Context: an optimization exercise on an open-source flow, tuned for small area. The choices shown serve that exercise and are no tape-out recipe.
Function was checked by simulation only, so behaviour that the tests miss may differ from the original.
The clock input has no modelled driver; a real chip could not lean on it and would need a root buffer or a full tree.
Power figures rest on the tool's default switching activity, not on a simulated workload.

## timer
module timer (
    input  logic clk,
    input  logic clear,
    input  logic start,
    input  logic stop,
    output logic led,
    output logic [7:0] sseg,
    output logic [7:0] an
);
    localparam logic [2:0] S_INIT  = 3'd0,
                           S_RAND  = 3'd1,
                           S_PA    = 3'd2,
                           S_PB    = 3'd3,
                           S_RST   = 3'd4,
                           S_LED   = 3'd5,
                           S_FIN   = 3'd6,
                           S_NINE  = 3'd7;
    logic [2:0]  st, nst;
    logic [13:0] r, r_n, r_step;
    logic [2:0]  q;
    logic        phase, tick;
    prbs #(14) lfsr (.cur(r), .nxt(r_step));
    sseg ss (
        .clk(clk), .clear(clear), .r(r[12:0]),
        .show_r(st == S_LED || st == S_FIN), .show_hi(st == S_INIT),
        .show_9(st == S_NINE), .phase(phase), .sseg(sseg), .an(an)
    );
    always_ff @(posedge clk, posedge clear)
        if (clear) q <= 3'b000;
        else       q <= {q[1] & ~q[0] & ~q[2], (q[0] | q[1]) & ~q[2], ~q[1]};
    assign tick = phase & q[2];
    logic        en, bcd;
    logic [14:0] b;
    logic [13:0] dec;
    assign bcd = (st == S_LED);
    assign en  = tick & (st == S_PA || st == S_PB || st == S_LED);
    always_comb begin
        b[0] = en;
        for (int i = 0; i < 14; i++) b[i+1] = b[i] & ~r[i];
  ...
clock: 13.0 ns
lec_check: 0
abc_area: 1
cap_margin: 20
core_margin: 2
core_utilization: 40
slew_margin: 20
standard.sh (not shown) runs the stock make flow with config.mk's settings and CLKGATE_MAP_FILE= SYNTH_SCRIPT=/design/flow/synth_recipe.tcl, a recipe that flattens the netlist after the stock synthesis.
==> flow/flow/run.sh <==
#!/bin/bash
# Own layout flow: the standard flow (standard.sh) with three changes:
#  * ABC maps the logic with an area-only script (flow/abc_area_only.script)
#    instead of ORFS's, which buffers and upsizes for delay;
#  * no half/full-adder extraction before ABC and no buffers on pass-through
#    wires (ADDER_MAP_FILE empty, SYNTH_INSBUF 0);
#  * the port buffers are buf_1 cells.
# Synthesis is otherwise the standard flow's own (synth_recipe.tcl: no fsm/share passes,
# flattened, same register names). Each tool's output goes to a log here.
set -euo pipefail
W=$(pwd)
{
  echo 'proc abc {args} {'
  echo '  set i [lsearch -exact $args -script]'
  echo '  if {$i >= 0} { lset args [expr {$i + 1}] $::env(OWN_ABC_SCRIPT) }'
  echo '  yosys abc {*}$args'
  echo '}'
  cat "$W/synth_recipe.tcl"
} > "$W/own_synth.tcl"
export OWN_ABC_SCRIPT="$W/flow/abc_area_only.script"
sed -e "s|SYNTH_SCRIPT=[^ ]*synth_recipe.tcl|SYNTH_SCRIPT=$W/own_synth.tcl ADDER_MAP_FILE= SYNTH_INSBUF=0 'BUFFER_PORTS_ARGS=-buffer_cell sky130_fd_sc_hd__buf_1'|" \
  "$W/standard.sh" > "$W/own_standard.sh"
grep -q own_synth.tcl "$W/own_standard.sh"
bash "$W/own_standard.sh" > "$W/orfs_make.log" 2>&1
test -s "$W/out/final.def"
==> flow/flow/abc_area_only.script <==
strash
dch
map -a
topo
Rerun with:
==> flow/flow/abc_area_only.script (replaced) <==
strash
dch
amap
strash
dch
amap
topo
--- a/flow/config.mk
+++ b/flow/config.mk
@@ -11,0 +12 @@
+export CTS_BUF_LIST = sky130_fd_sc_hd__clkbuf_8
Outcome:
- routed wire length went down by about 1.1%
- worst hold slack improved by 0.019 ns
- count of clock-buffer cells in the layout does not change
- global-route usage went up by 0.90 points
Rerun with:
--- a/flow/config.mk
+++ b/flow/config.mk
@@ -12 +12 @@
-export CTS_BUF_LIST = sky130_fd_sc_hd__clkbuf_8
+export CTS_BUF_LIST = sky130_fd_sc_hd__clkbuf_16
After rerunning:
- The new run passed the timing, design-rule and antenna checks
- clock power grows by well over a third
- maximum frequency increases slightly
- total power came out higher by roughly a tenth
- die area is unchanged
- register-to-register slack got worse by 0.02 ns
- core utilization goes up by 0.99 points
- count of clock-buffer cells in the layout stays the same
- combinational power increases slightly


## alpha
Starting RTL as in the previous note.
export LEC_CHECK = 0
export ABC_AREA = 1
export CAP_MARGIN = 20
export CORE_MARGIN = 2
export CORE_UTILIZATION = 40
export CTS_BUF_LIST = sky130_fd_sc_hd__clkbuf_8
export SLEW_MARGIN = 20
create_clock -name core_clock -period 13.0 [get_ports {clk}]
==> flow/flow/run.sh <==
#!/bin/bash
# Own layout flow: the standard flow (standard.sh) with three changes:
#  * ABC maps the logic with an area-only script (flow/abc_area_only.script,
#    instead of ORFS's, which buffers and upsizes for delay;
#  * no half/full-adder extraction before ABC and no buffers on pass-through
#    wires (ADDER_MAP_FILE empty, SYNTH_INSBUF 0);
#  * the port buffers are buf_1 cells.
# Synthesis is otherwise the standard flow's own (synth_recipe.tcl: no fsm/share passes,
# flattened, same register names). Each tool's output goes to a log here.
set -euo pipefail
W=$(pwd)
{
  echo 'proc abc {args} {'
  echo '  set i [lsearch -exact $args -script]'
  echo '  if {$i >= 0} { lset args [expr {$i + 1}] $::env(OWN_ABC_SCRIPT) }'
  echo '  yosys abc {*}$args'
  echo '}'
  cat "$W/synth_recipe.tcl"
} > "$W/own_synth.tcl"
export OWN_ABC_SCRIPT="$W/flow/abc_area_only.script"
sed -e "s|SYNTH_SCRIPT=[^ ]*synth_recipe.tcl|SYNTH_SCRIPT=$W/own_synth.tcl ADDER_MAP_FILE= SYNTH_INSBUF=0 SKIP_REPAIR_TIE_FANOUT=1 'BUFFER_PORTS_ARGS=-buffer_cell sky130_fd_sc_hd__buf_1'|" \
  "$W/standard.sh" > "$W/own_standard.sh"
grep -q own_synth.tcl "$W/own_standard.sh"
bash "$W/own_standard.sh" > "$W/orfs_make.log" 2>&1
test -s "$W/out/final.def"
==> flow/flow/abc_area_only.script <==
strash
dch
amap
strash
dch
amap
topo
alpha completed end to end with timing, DRC and antenna clean.
> inputs changed (alpha -> beta)
- setting CTS_CLUSTER_SIZE to 30 for the first time
- setting CTS_CLUSTER_DIAMETER to 500 for the first time
--- a/flow/flow/run.sh
+++ b/flow/flow/run.sh
@@ -2,3 +2,3 @@
 # Own layout flow: the standard flow (standard.sh) with three changes:
-#  * ABC maps the logic with an area-only script (flow/abc_area_only.script,
+#  * ABC maps the logic with an area-only script (flow/abc_area_only.script)
 #    instead of ORFS's, which buffers and upsizes for delay;
@@ -20,3 +20,3 @@
 export OWN_ABC_SCRIPT="$W/flow/abc_area_only.script"
-sed -e "s|SYNTH_SCRIPT=[^ ]*synth_recipe.tcl|SYNTH_SCRIPT=$W/own_synth.tcl ADDER_MAP_FILE= SYNTH_INSBUF=0 SKIP_REPAIR_TIE_FANOUT=1 'BUFFER_PORTS_ARGS=-buffer_cell sky130_fd_sc_hd__buf_1'|" \
+sed -e "s|SYNTH_SCRIPT=[^ ]*synth_recipe.tcl|SYNTH_SCRIPT=$W/own_synth.tcl ADDER_MAP_FILE= SYNTH_INSBUF=0 'BUFFER_PORTS_ARGS=-buffer_cell sky130_fd_sc_hd__buf_1'|" \
   "$W/standard.sh" > "$W/own_standard.sh"
--- outcome ---
On via count, beta and alpha are neck and neck. Fmax ends up lower on beta. Final net count (beta over alpha): increase, 4. Compared with alpha, beta shows a ratio of final minimum period to clock period that is 0.50 points higher. Row clock-cell share of area: beta lower / alpha higher. The power number comes out higher for alpha vs beta. Measured slew at the worst slew-check pin for beta is lower than for alpha. The higher fraction of met2 tracks used by global routing of beta and alpha is in alpha. Relative to alpha, combinational share of power has increased by 0.8 points in beta.
### beta -> gamma
- swapping sky130_fd_sc_hd__clkbuf_8 for sky130_fd_sc_hd__clkbuf_16 in CTS_BUF_LIST
==> comparison <==
gamma ends up with lower part of the cycle the worst path needs than beta does. In gamma the slack of the worst reg-to-reg path turned out 0.02 ns lower than in beta. [compare] base=beta new=gamma: final area now larger, number of global-route vias before repair grew by about 0.9%.
What delta does differently from gamma at the input level:
- CTS_CLUSTER_SIZE: 30 -> unset
- CTS_BUF_LIST: sky130_fd_sc_hd__clkbuf_16 -> sky130_fd_sc_hd__clkbuf_8
- CTS_CLUSTER_DIAMETER: 500 -> unset
--- a/flow/flow/run.sh
+++ b/flow/flow/run.sh
@@ -2,3 +2,3 @@
 # Own layout flow: the standard flow (standard.sh) with three changes:
-#  * ABC maps the logic with an area-only script (flow/abc_area_only.script)
+#  * ABC maps the logic with an area-only script (flow/abc_area_only.script,
 #    instead of ORFS's, which buffers and upsizes for delay;
==> summary.txt <==
delta | status: complete | timing, DRC, antenna: pass. Side by side, share of the clock period used by the worst path after layout turned out higher in delta than in gamma. Row via total after detailed routing: delta higher / gamma lower. Per the comparison of delta with gamma, total wire length went down 25 µm; sequential logic power held; total power density per cell area went down about 7%.


== build 62 ==
The RTL this note starts from:
==> flow/design.v <==
module prbs #(parameter N = 14) (
    input  logic [N-1:0] cur,
    output logic [N-1:0] nxt
);
    assign nxt = {cur[N-2:0], cur[13] ^ cur[4] ^ cur[2] ^ cur[0]};
endmodule
module sseg (
    input  logic        clk,
    input  logic        clear,
    input  logic [12:0] r,
    input  logic        show_r,    
    input  logic        show_hi,   
    input  logic        show_9,    
    output logic        phase,
    output logic [7:0]  sseg,
    output logic [7:0]  an
);
    logic [4:0] count;
    always_ff @(posedge clk, posedge clear)
        if (clear) count <= 5'd0;
        else       count <= count + 5'd1;
    assign phase = count[0];
    logic [1:0] digit_sel;
    assign digit_sel = count[4:3];
    logic [3:0] code;
    always_comb
        case (digit_sel)
            2'd0: code = r[3:0];
            2'd1: code = r[7:4];
            2'd2: code = r[11:8];
            default: code = {3'b100, r[12]};
        endcase
    logic [6:0] seg7;
    always_comb
        case (code)
            4'd0:  seg7 = 7'h10;  
            4'd1:  seg7 = 7'h00;  
            4'd2:  seg7 = 7'h78;  
            4'd3:  seg7 = 7'h02;  
            4'd4:  seg7 = 7'h12;  
            4'd5:  seg7 = 7'h19;  
            4'd6:  seg7 = 7'h30;  
            4'd7:  seg7 = 7'h24;  
            4'd8:  seg7 = 7'h79;  
            4'd9:  seg7 = 7'h40;  
            4'd10: seg7 = 7'h78;
            4'd11: seg7 = 7'h02;
            4'd12: seg7 = 7'h3B;
            4'd13: seg7 = 7'h38;
            4'd14: seg7 = 7'h30;
            default: seg7 = 7'h24;
        endcase
    always_comb begin
        if (show_r)                        sseg = {1'b1, seg7};
        else if (show_9)                   sseg = 8'h90;
        else if (show_hi && digit_sel == 2'd1) sseg = 8'hCF;  
        else if (show_hi && digit_sel == 2'd2) sseg = 8'h89;  
        else                               sseg = 8'hFF;
    end
    assign an = ~(8'b00000001 << digit_sel);
endmodule
module timer (
    input  logic clk,
    input  logic clear,
    input  logic start,
    input  logic stop,
    output logic led,
    output logic [7:0] sseg,
    output logic [7:0] an
);
    localparam logic [2:0] S_INIT  = 3'd0,
                           S_RAND  = 3'd1,
                           S_PA    = 3'd2,
                           S_PB    = 3'd3,
                           S_LED   = 3'd5,
                           S_FIN   = 3'd6,
                           S_NINE  = 3'd7;
    logic [2:0]  st, nst;
    logic [13:0] r, r_n, r_step;
    logic [2:0]  q;
    logic        phase, tick;
    logic        show_r, show_9, show_hi;
    assign show_r  = st[2] & ~(st[1] & st[0]);
    assign show_9  = st[2];
    assign show_hi = ~st[1] & ~st[0];
    prbs #(14) lfsr (.cur(r), .nxt(r_step));
    sseg ss (
        .clk(clk), .clear(clear), .r(r[12:0]),
        .show_r(show_r), .show_hi(show_hi), .show_9(show_9),
        .phase(phase), .sseg(sseg), .an(an)
    );
    always_ff @(posedge clk, posedge clear)
        if (clear) q <= 3'b000;
        else       q <= {q[1] & ~q[0] & ~q[2], (q[0] | q[1]) & ~q[2], ~q[1]};
    assign tick = phase & q[2];   
    logic        en, bcd;
    logic [14:0] b;
    logic [13:0] dec;
    assign bcd = st[2];
    assign en  = tick & (st[2] ? st[0] : st[1]);
    always_comb begin
        b[0] = en;
        for (int i = 0; i < 14; i++) b[i+1] = b[i] & ~r[i];
        for (int i = 0; i < 14; i++) dec[i] = r[i] ^ b[i];
        for (int k = 0; k < 3; k++) begin
            dec[4*k+1] = dec[4*k+1] & ~(bcd & b[4*k+4]);
            dec[4*k+2] = dec[4*k+2] & ~(bcd & b[4*k+4]);
        end
    end
    logic done;
    assign done = st[0] ? (!r[12] && !r[10] && !r[8] && !r[2] && !r[1])
                        : (r[13:11] == 3'b111 && r[10:6] == 5'd0 && r[3:0] == 4'd0);
    logic go_led;
    assign go_led = st[1] & ~st[2] & done & phase;   
    always_comb
        if (~st[1] & ~st[0])  r_n = r_step;   
        else if (go_led)      r_n = (r | 14'h1189) & ~14'h0260;
        else                  r_n = dec;
    always_ff @(posedge clk, posedge clear)
        if (clear) r <= 14'd1;
        else       r <= r_n;
    logic ge13001;
    assign ge13001 = r[13] & r[12] & (r[11] | r[10] | (r[9] & (r[8] | (r[7] & r[6] &
                     (r[5] | r[4] | (r[3] & (r[2] | r[1] | r[0])))))));
    logic go, leave;
    assign go    = done & phase;
    assign leave = stop | ~r[12];
    assign nst[2] = st[2] | (st[1] & (go | (~done & stop)));
    assign nst[1] = st[2] ? (st[1] | leave) : (st[1] ? ~go : st[0]);
    assign nst[0] = st[2] ? (st[1] ? st[0] : ~leave)
                          : (st[1] ? (go | (~done & stop) | st[0]) : (st[0] ? ge13001 : start));
    always_ff @(posedge clk, posedge clear)
        if (clear) st <= S_INIT;
        else       st <= nst;
    assign led = st[2] & ~st[1];   
endmodule
Settings: LEC_CHECK=0, ABC_AREA=1, CAP_MARGIN=20, CORE_MARGIN=2, CORE_UTILIZATION=40, CTS_BUF_LIST=sky130_fd_sc_hd__clkbuf_8, SLEW_MARGIN=20; clock period 13.0 ns.
==> flow/flow/run.sh <==
#!/bin/bash
# Own layout flow: the standard flow (standard.sh) with these changes:
#  * ABC maps the logic with an area-only script (flow/abc_area_only.script:
#    60 s of &deepsyn, then two rounds of dch + amap) instead of ORFS's,
#    which buffers and upsizes for delay;
#  * no half/full-adder extraction before ABC and no buffers on pass-through
#    wires (ADDER_MAP_FILE empty, SYNTH_INSBUF 0);
#  * the constant outputs share synthesis's one tie cell
#    (SKIP_REPAIR_TIE_FANOUT 1);
#  * the port buffers are buf_1 cells;
#  * after CTS, flow/post_cts.tcl (run by ORFS's cts step as POST_CTS_TCL)
#    collapses the clock tree into one clkbuf_16 that drives every flip-flop.
# Synthesis is otherwise the standard flow's own (synth_recipe.tcl: no fsm/share passes,
# flattened, same register names). Each tool's output goes to a log here.
set -euo pipefail
W=$(pwd)
{
  echo 'proc abc {args} {'
  echo '  set i [lsearch -exact $args -script]'
  echo '  if {$i >= 0} { lset args [expr {$i + 1}] $::env(OWN_ABC_SCRIPT) }'
  echo '  yosys abc {*}$args'
  echo '}'
  cat "$W/synth_recipe.tcl"
} > "$W/own_synth.tcl"
export OWN_ABC_SCRIPT="$W/flow/abc_area_only.script"
sed -e "s|SYNTH_SCRIPT=[^ ]*synth_recipe.tcl|SYNTH_SCRIPT=$W/own_synth.tcl ADDER_MAP_FILE= SYNTH_INSBUF=0 SKIP_REPAIR_TIE_FANOUT=1 POST_CTS_TCL=$W/flow/post_cts.tcl 'BUFFER_PORTS_ARGS=-buffer_cell sky130_fd_sc_hd__buf_1'|" \
  "$W/standard.sh" > "$W/own_standard.sh"
grep -q own_synth.tcl "$W/own_standard.sh"
bash "$W/own_standard.sh" > "$W/orfs_make.log" 2>&1
test -s "$W/out/final.def"
==> flow/flow/abc_area_only.script <==
strash
&get -n
&deepsyn -T 60
&put
dch
amap
strash
dch
amap
topo
==> flow/flow/post_cts.tcl <==
# Collapse the clock tree that CTS built into its root buffer: the design
# has only a few flip-flops, which the one buffer drives within the slew
# limit. Every flip-flop then gets its clock through the same buffer.
set block [ord::get_db_block]
set clk_net [[$block findBTerm clk] getNet]
set roots {}
foreach it [$clk_net getITerms] { lappend roots [$it getInst] }
if {[llength $roots] != 1} { error "expected one clock root buffer, found [llength $roots]" }
set root [lindex $roots 0]
set root_out [[$root findITerm X] getNet]
set moved 0
set removed 0
set again 1
while {$again} {
  set again 0
  foreach it [$root_out getITerms] {
    set inst [$it getInst]
    if {$inst == $root} { continue }
    set m [[$inst getMaster] getName]
    if {[string match "sky130_fd_sc_hd__clkbuf_*" $m] || [string match "sky130_fd_sc_hd__buf_*" $m]} {
      set out [[$inst findITerm X] getNet]
      foreach s [$out getITerms] {
        if {[$s getInst] != $inst} { $s disconnect; $s connect $root_out; incr moved }
      }
      odb::dbInst_destroy $inst
      odb::dbNet_destroy $out
      incr removed
      set again 1
      break
    }
  }
}
# dummy loads left on the clock net (inverters with no output load)
foreach it [$root_out getITerms] {
  set inst [$it getInst]
  set m [[$inst getMaster] getName]
  if {[string match "sky130_fd_sc_hd__clkinv*" $m]} {
    set y [$inst findITerm Y]
    if {[$y getNet] == "NULL" || [llength [[$y getNet] getITerms]] <= 1} {
      set yn [$y getNet]
      odb::dbInst_destroy $inst
      if {$yn != "NULL"} { odb::dbNet_destroy $yn }
      incr removed
    }
  }
}
# a stronger root buffer keeps the flip-flops' clock slew low
set strong [[ord::get_db] findMaster sky130_fd_sc_hd__clkbuf_16]
$root swapMaster $strong
puts "post_cts: removed $removed clock tree cells, moved $moved sinks to [$root getName] ([[$root getMaster] getName])"
detailed_placement
estimate_parasitics -placement
report_clock_min_period
report_check_types -max_slew -max_capacitance -violators
Every stage of the flow completed for build 62, and the final layout passed the timing, design-rule and antenna checks.
Edits applied to the flow inputs when going from build 62 to build 23:
--- a/flow/flow/run.sh
+++ b/flow/flow/run.sh
@@ -3,3 +3,3 @@
 #  * ABC maps the logic with an area-only script (flow/abc_area_only.script:
-#    60 s of &deepsyn, then two rounds of dch + amap) instead of ORFS's,
+#    20 s of &deepsyn, then two rounds of dch + amap) instead of ORFS's,
 #    which buffers and upsizes for delay;
==> flow/flow/abc_area_only.script <==
strash
&get -n
&deepsyn -T 20
&put
dch
amap
strash
dch
amap
topo
### Flow results
Relative to build 62, post-DP HPWL increased by about 4.6% in build 23. Compare build 62 and build 23 | number of standard cells after synthesis higher: build 23. Compared with build 62, build 23 supports a higher clock frequency. In terms of average footprint of a synthesized cell, build 23 and build 62 differ only marginally. Build 62 and build 23 ended up with nearly the same core utilization. The final reports for build 23 and build 62 show total length of routed met2 wires lower in the former. Build 62 and build 23 ended up with roughly the same per-cell via count in the routed design. Comparing build 23 against build 62, there is no change at all in number of clock buffers in the layout. Compared to build 62, build 23 has placed cell area 0.90% higher. Critical path startpoint = st[0]$_DFFE_PP0P_: build 62; critical path startpoint = st[1]$_DFF_PP0_: build 23.
diff inputs: build 23 => build 89
--- a/flow/flow/run.sh
+++ b/flow/flow/run.sh
@@ -3,3 +3,3 @@
 #  * ABC maps the logic with an area-only script (flow/abc_area_only.script:
-#    20 s of &deepsyn, then two rounds of dch + amap) instead of ORFS's,
+#    60 s of &deepsyn, then two rounds of dch + amap) instead of ORFS's,
 #    which buffers and upsizes for delay;
==> flow/flow/abc_area_only.script <==
strash
&get -n
&deepsyn -T 60
&put
dch
amap
strash
dch
amap
topo
--- a/flow/flow/post_cts.tcl
+++ b/flow/flow/post_cts.tcl
@@ -47,3 +47,3 @@
 # a stronger root buffer keeps the flip-flops' clock slew low
-set strong [[ord::get_db] findMaster sky130_fd_sc_hd__clkbuf_16]
+set strong [[ord::get_db] findMaster sky130_fd_sc_hd__buf_12]
 $root swapMaster $strong
Notes after the runs:
- Compared to build 23, build 89 has number of global-route vias before repair 54 higher.
- Build 89 against build 23: post-detailed-placement half-perimeter wirelength dropped 4.4%; sequential power up about 10%.
Input-level comparison between build 97 and build 89:
--- a/flow/flow/run.sh
+++ b/flow/flow/run.sh
@@ -11,3 +11,3 @@
 #  * after CTS, flow/post_cts.tcl (run by ORFS's cts step as POST_CTS_TCL)
-#    collapses the clock tree into one clkbuf_16 that drives every flip-flop.
+#    collapses the clock tree into one buf_12 that drives every flip-flop.
 # Synthesis is otherwise the standard flow's own (synth_recipe.tcl: no fsm/share passes,
--- a/flow/flow/post_cts.tcl
+++ b/flow/flow/post_cts.tcl
@@ -46,3 +46,3 @@
 }
-# a stronger root buffer keeps the flip-flops' clock slew low
+# a stronger root buffer (buf_12) keeps the flip-flops' clock slew low
 set strong [[ord::get_db] findMaster sky130_fd_sc_hd__buf_12]
Notes after the runs:
Setup slack of the worst register-to-register path: build 97 vs build 89, no meaningful difference
Area of the core region: build 97 vs build 89 identical
[compare] base=build 89 new=build 97: routed wire length saw little to no change; initial antenna violation count comparable; cell area saw little to no change.
Worst-margin pin slew came out exactly the same in build 89 and build 97.
For die area, build 89 and build 97 come out practically identical.
Build 89 | status: complete | timing, DRC, antenna: pass
The flow did not stop early for build 97: all stages ran, and the layout cleared the timing, design-rule and antenna checks.

port drivers added, routing unchanged:
In the flow no input, the clock included, has a driving cell. The finished layouts below were timed again as built, in two steps.
Step 1: set_driving_cell puts a clkbuf_16 on clk and a buf_2 on each other input, an assumption about the parent block.
Step 2 adds t to the input delays and takes it off the output delays; t is the mean of the earliest and latest rising clock arrival at the registers after step 1. Input paths then give back, and output paths get back, about the clock's delay inside the block.
Slacks: ideal ports / drivers / drivers and shift; pairs: ideal ports / drivers.
run | t (ns) | setup WS [ns] | worst data-port slew with drivers (ns)
the first run of note 1 | 0.292 | 7.371 / 7.345 / 7.637 | 0.03
the second run of note 1 | 0.294 | 7.608 / 7.586 / 7.880 | 0.03
the third run of note 1 | 0.283 | 7.633 / 7.606 / 7.889 | 0.03
alpha | 0.304 | 7.673 / 7.649 / 7.953 | 0.03
beta | 0.294 | 7.608 / 7.586 / 7.880 | 0.03
gamma | 0.283 | 7.633 / 7.606 / 7.889 | 0.03
delta | 0.294 | 7.608 / 7.586 / 7.880 | 0.03
build 62 | 0.188 | 7.840 / 7.810 / 7.998 | 0.03
build 23 | 0.194 | 7.871 / 7.840 / 8.034 | 0.03
build 89 | 0.166 | 7.859 / 7.828 / 7.993 | 0.03
build 97 | 0.166 | 7.859 / 7.828 / 7.993 | 0.03
After both steps setup and hold are still met in every run listed.
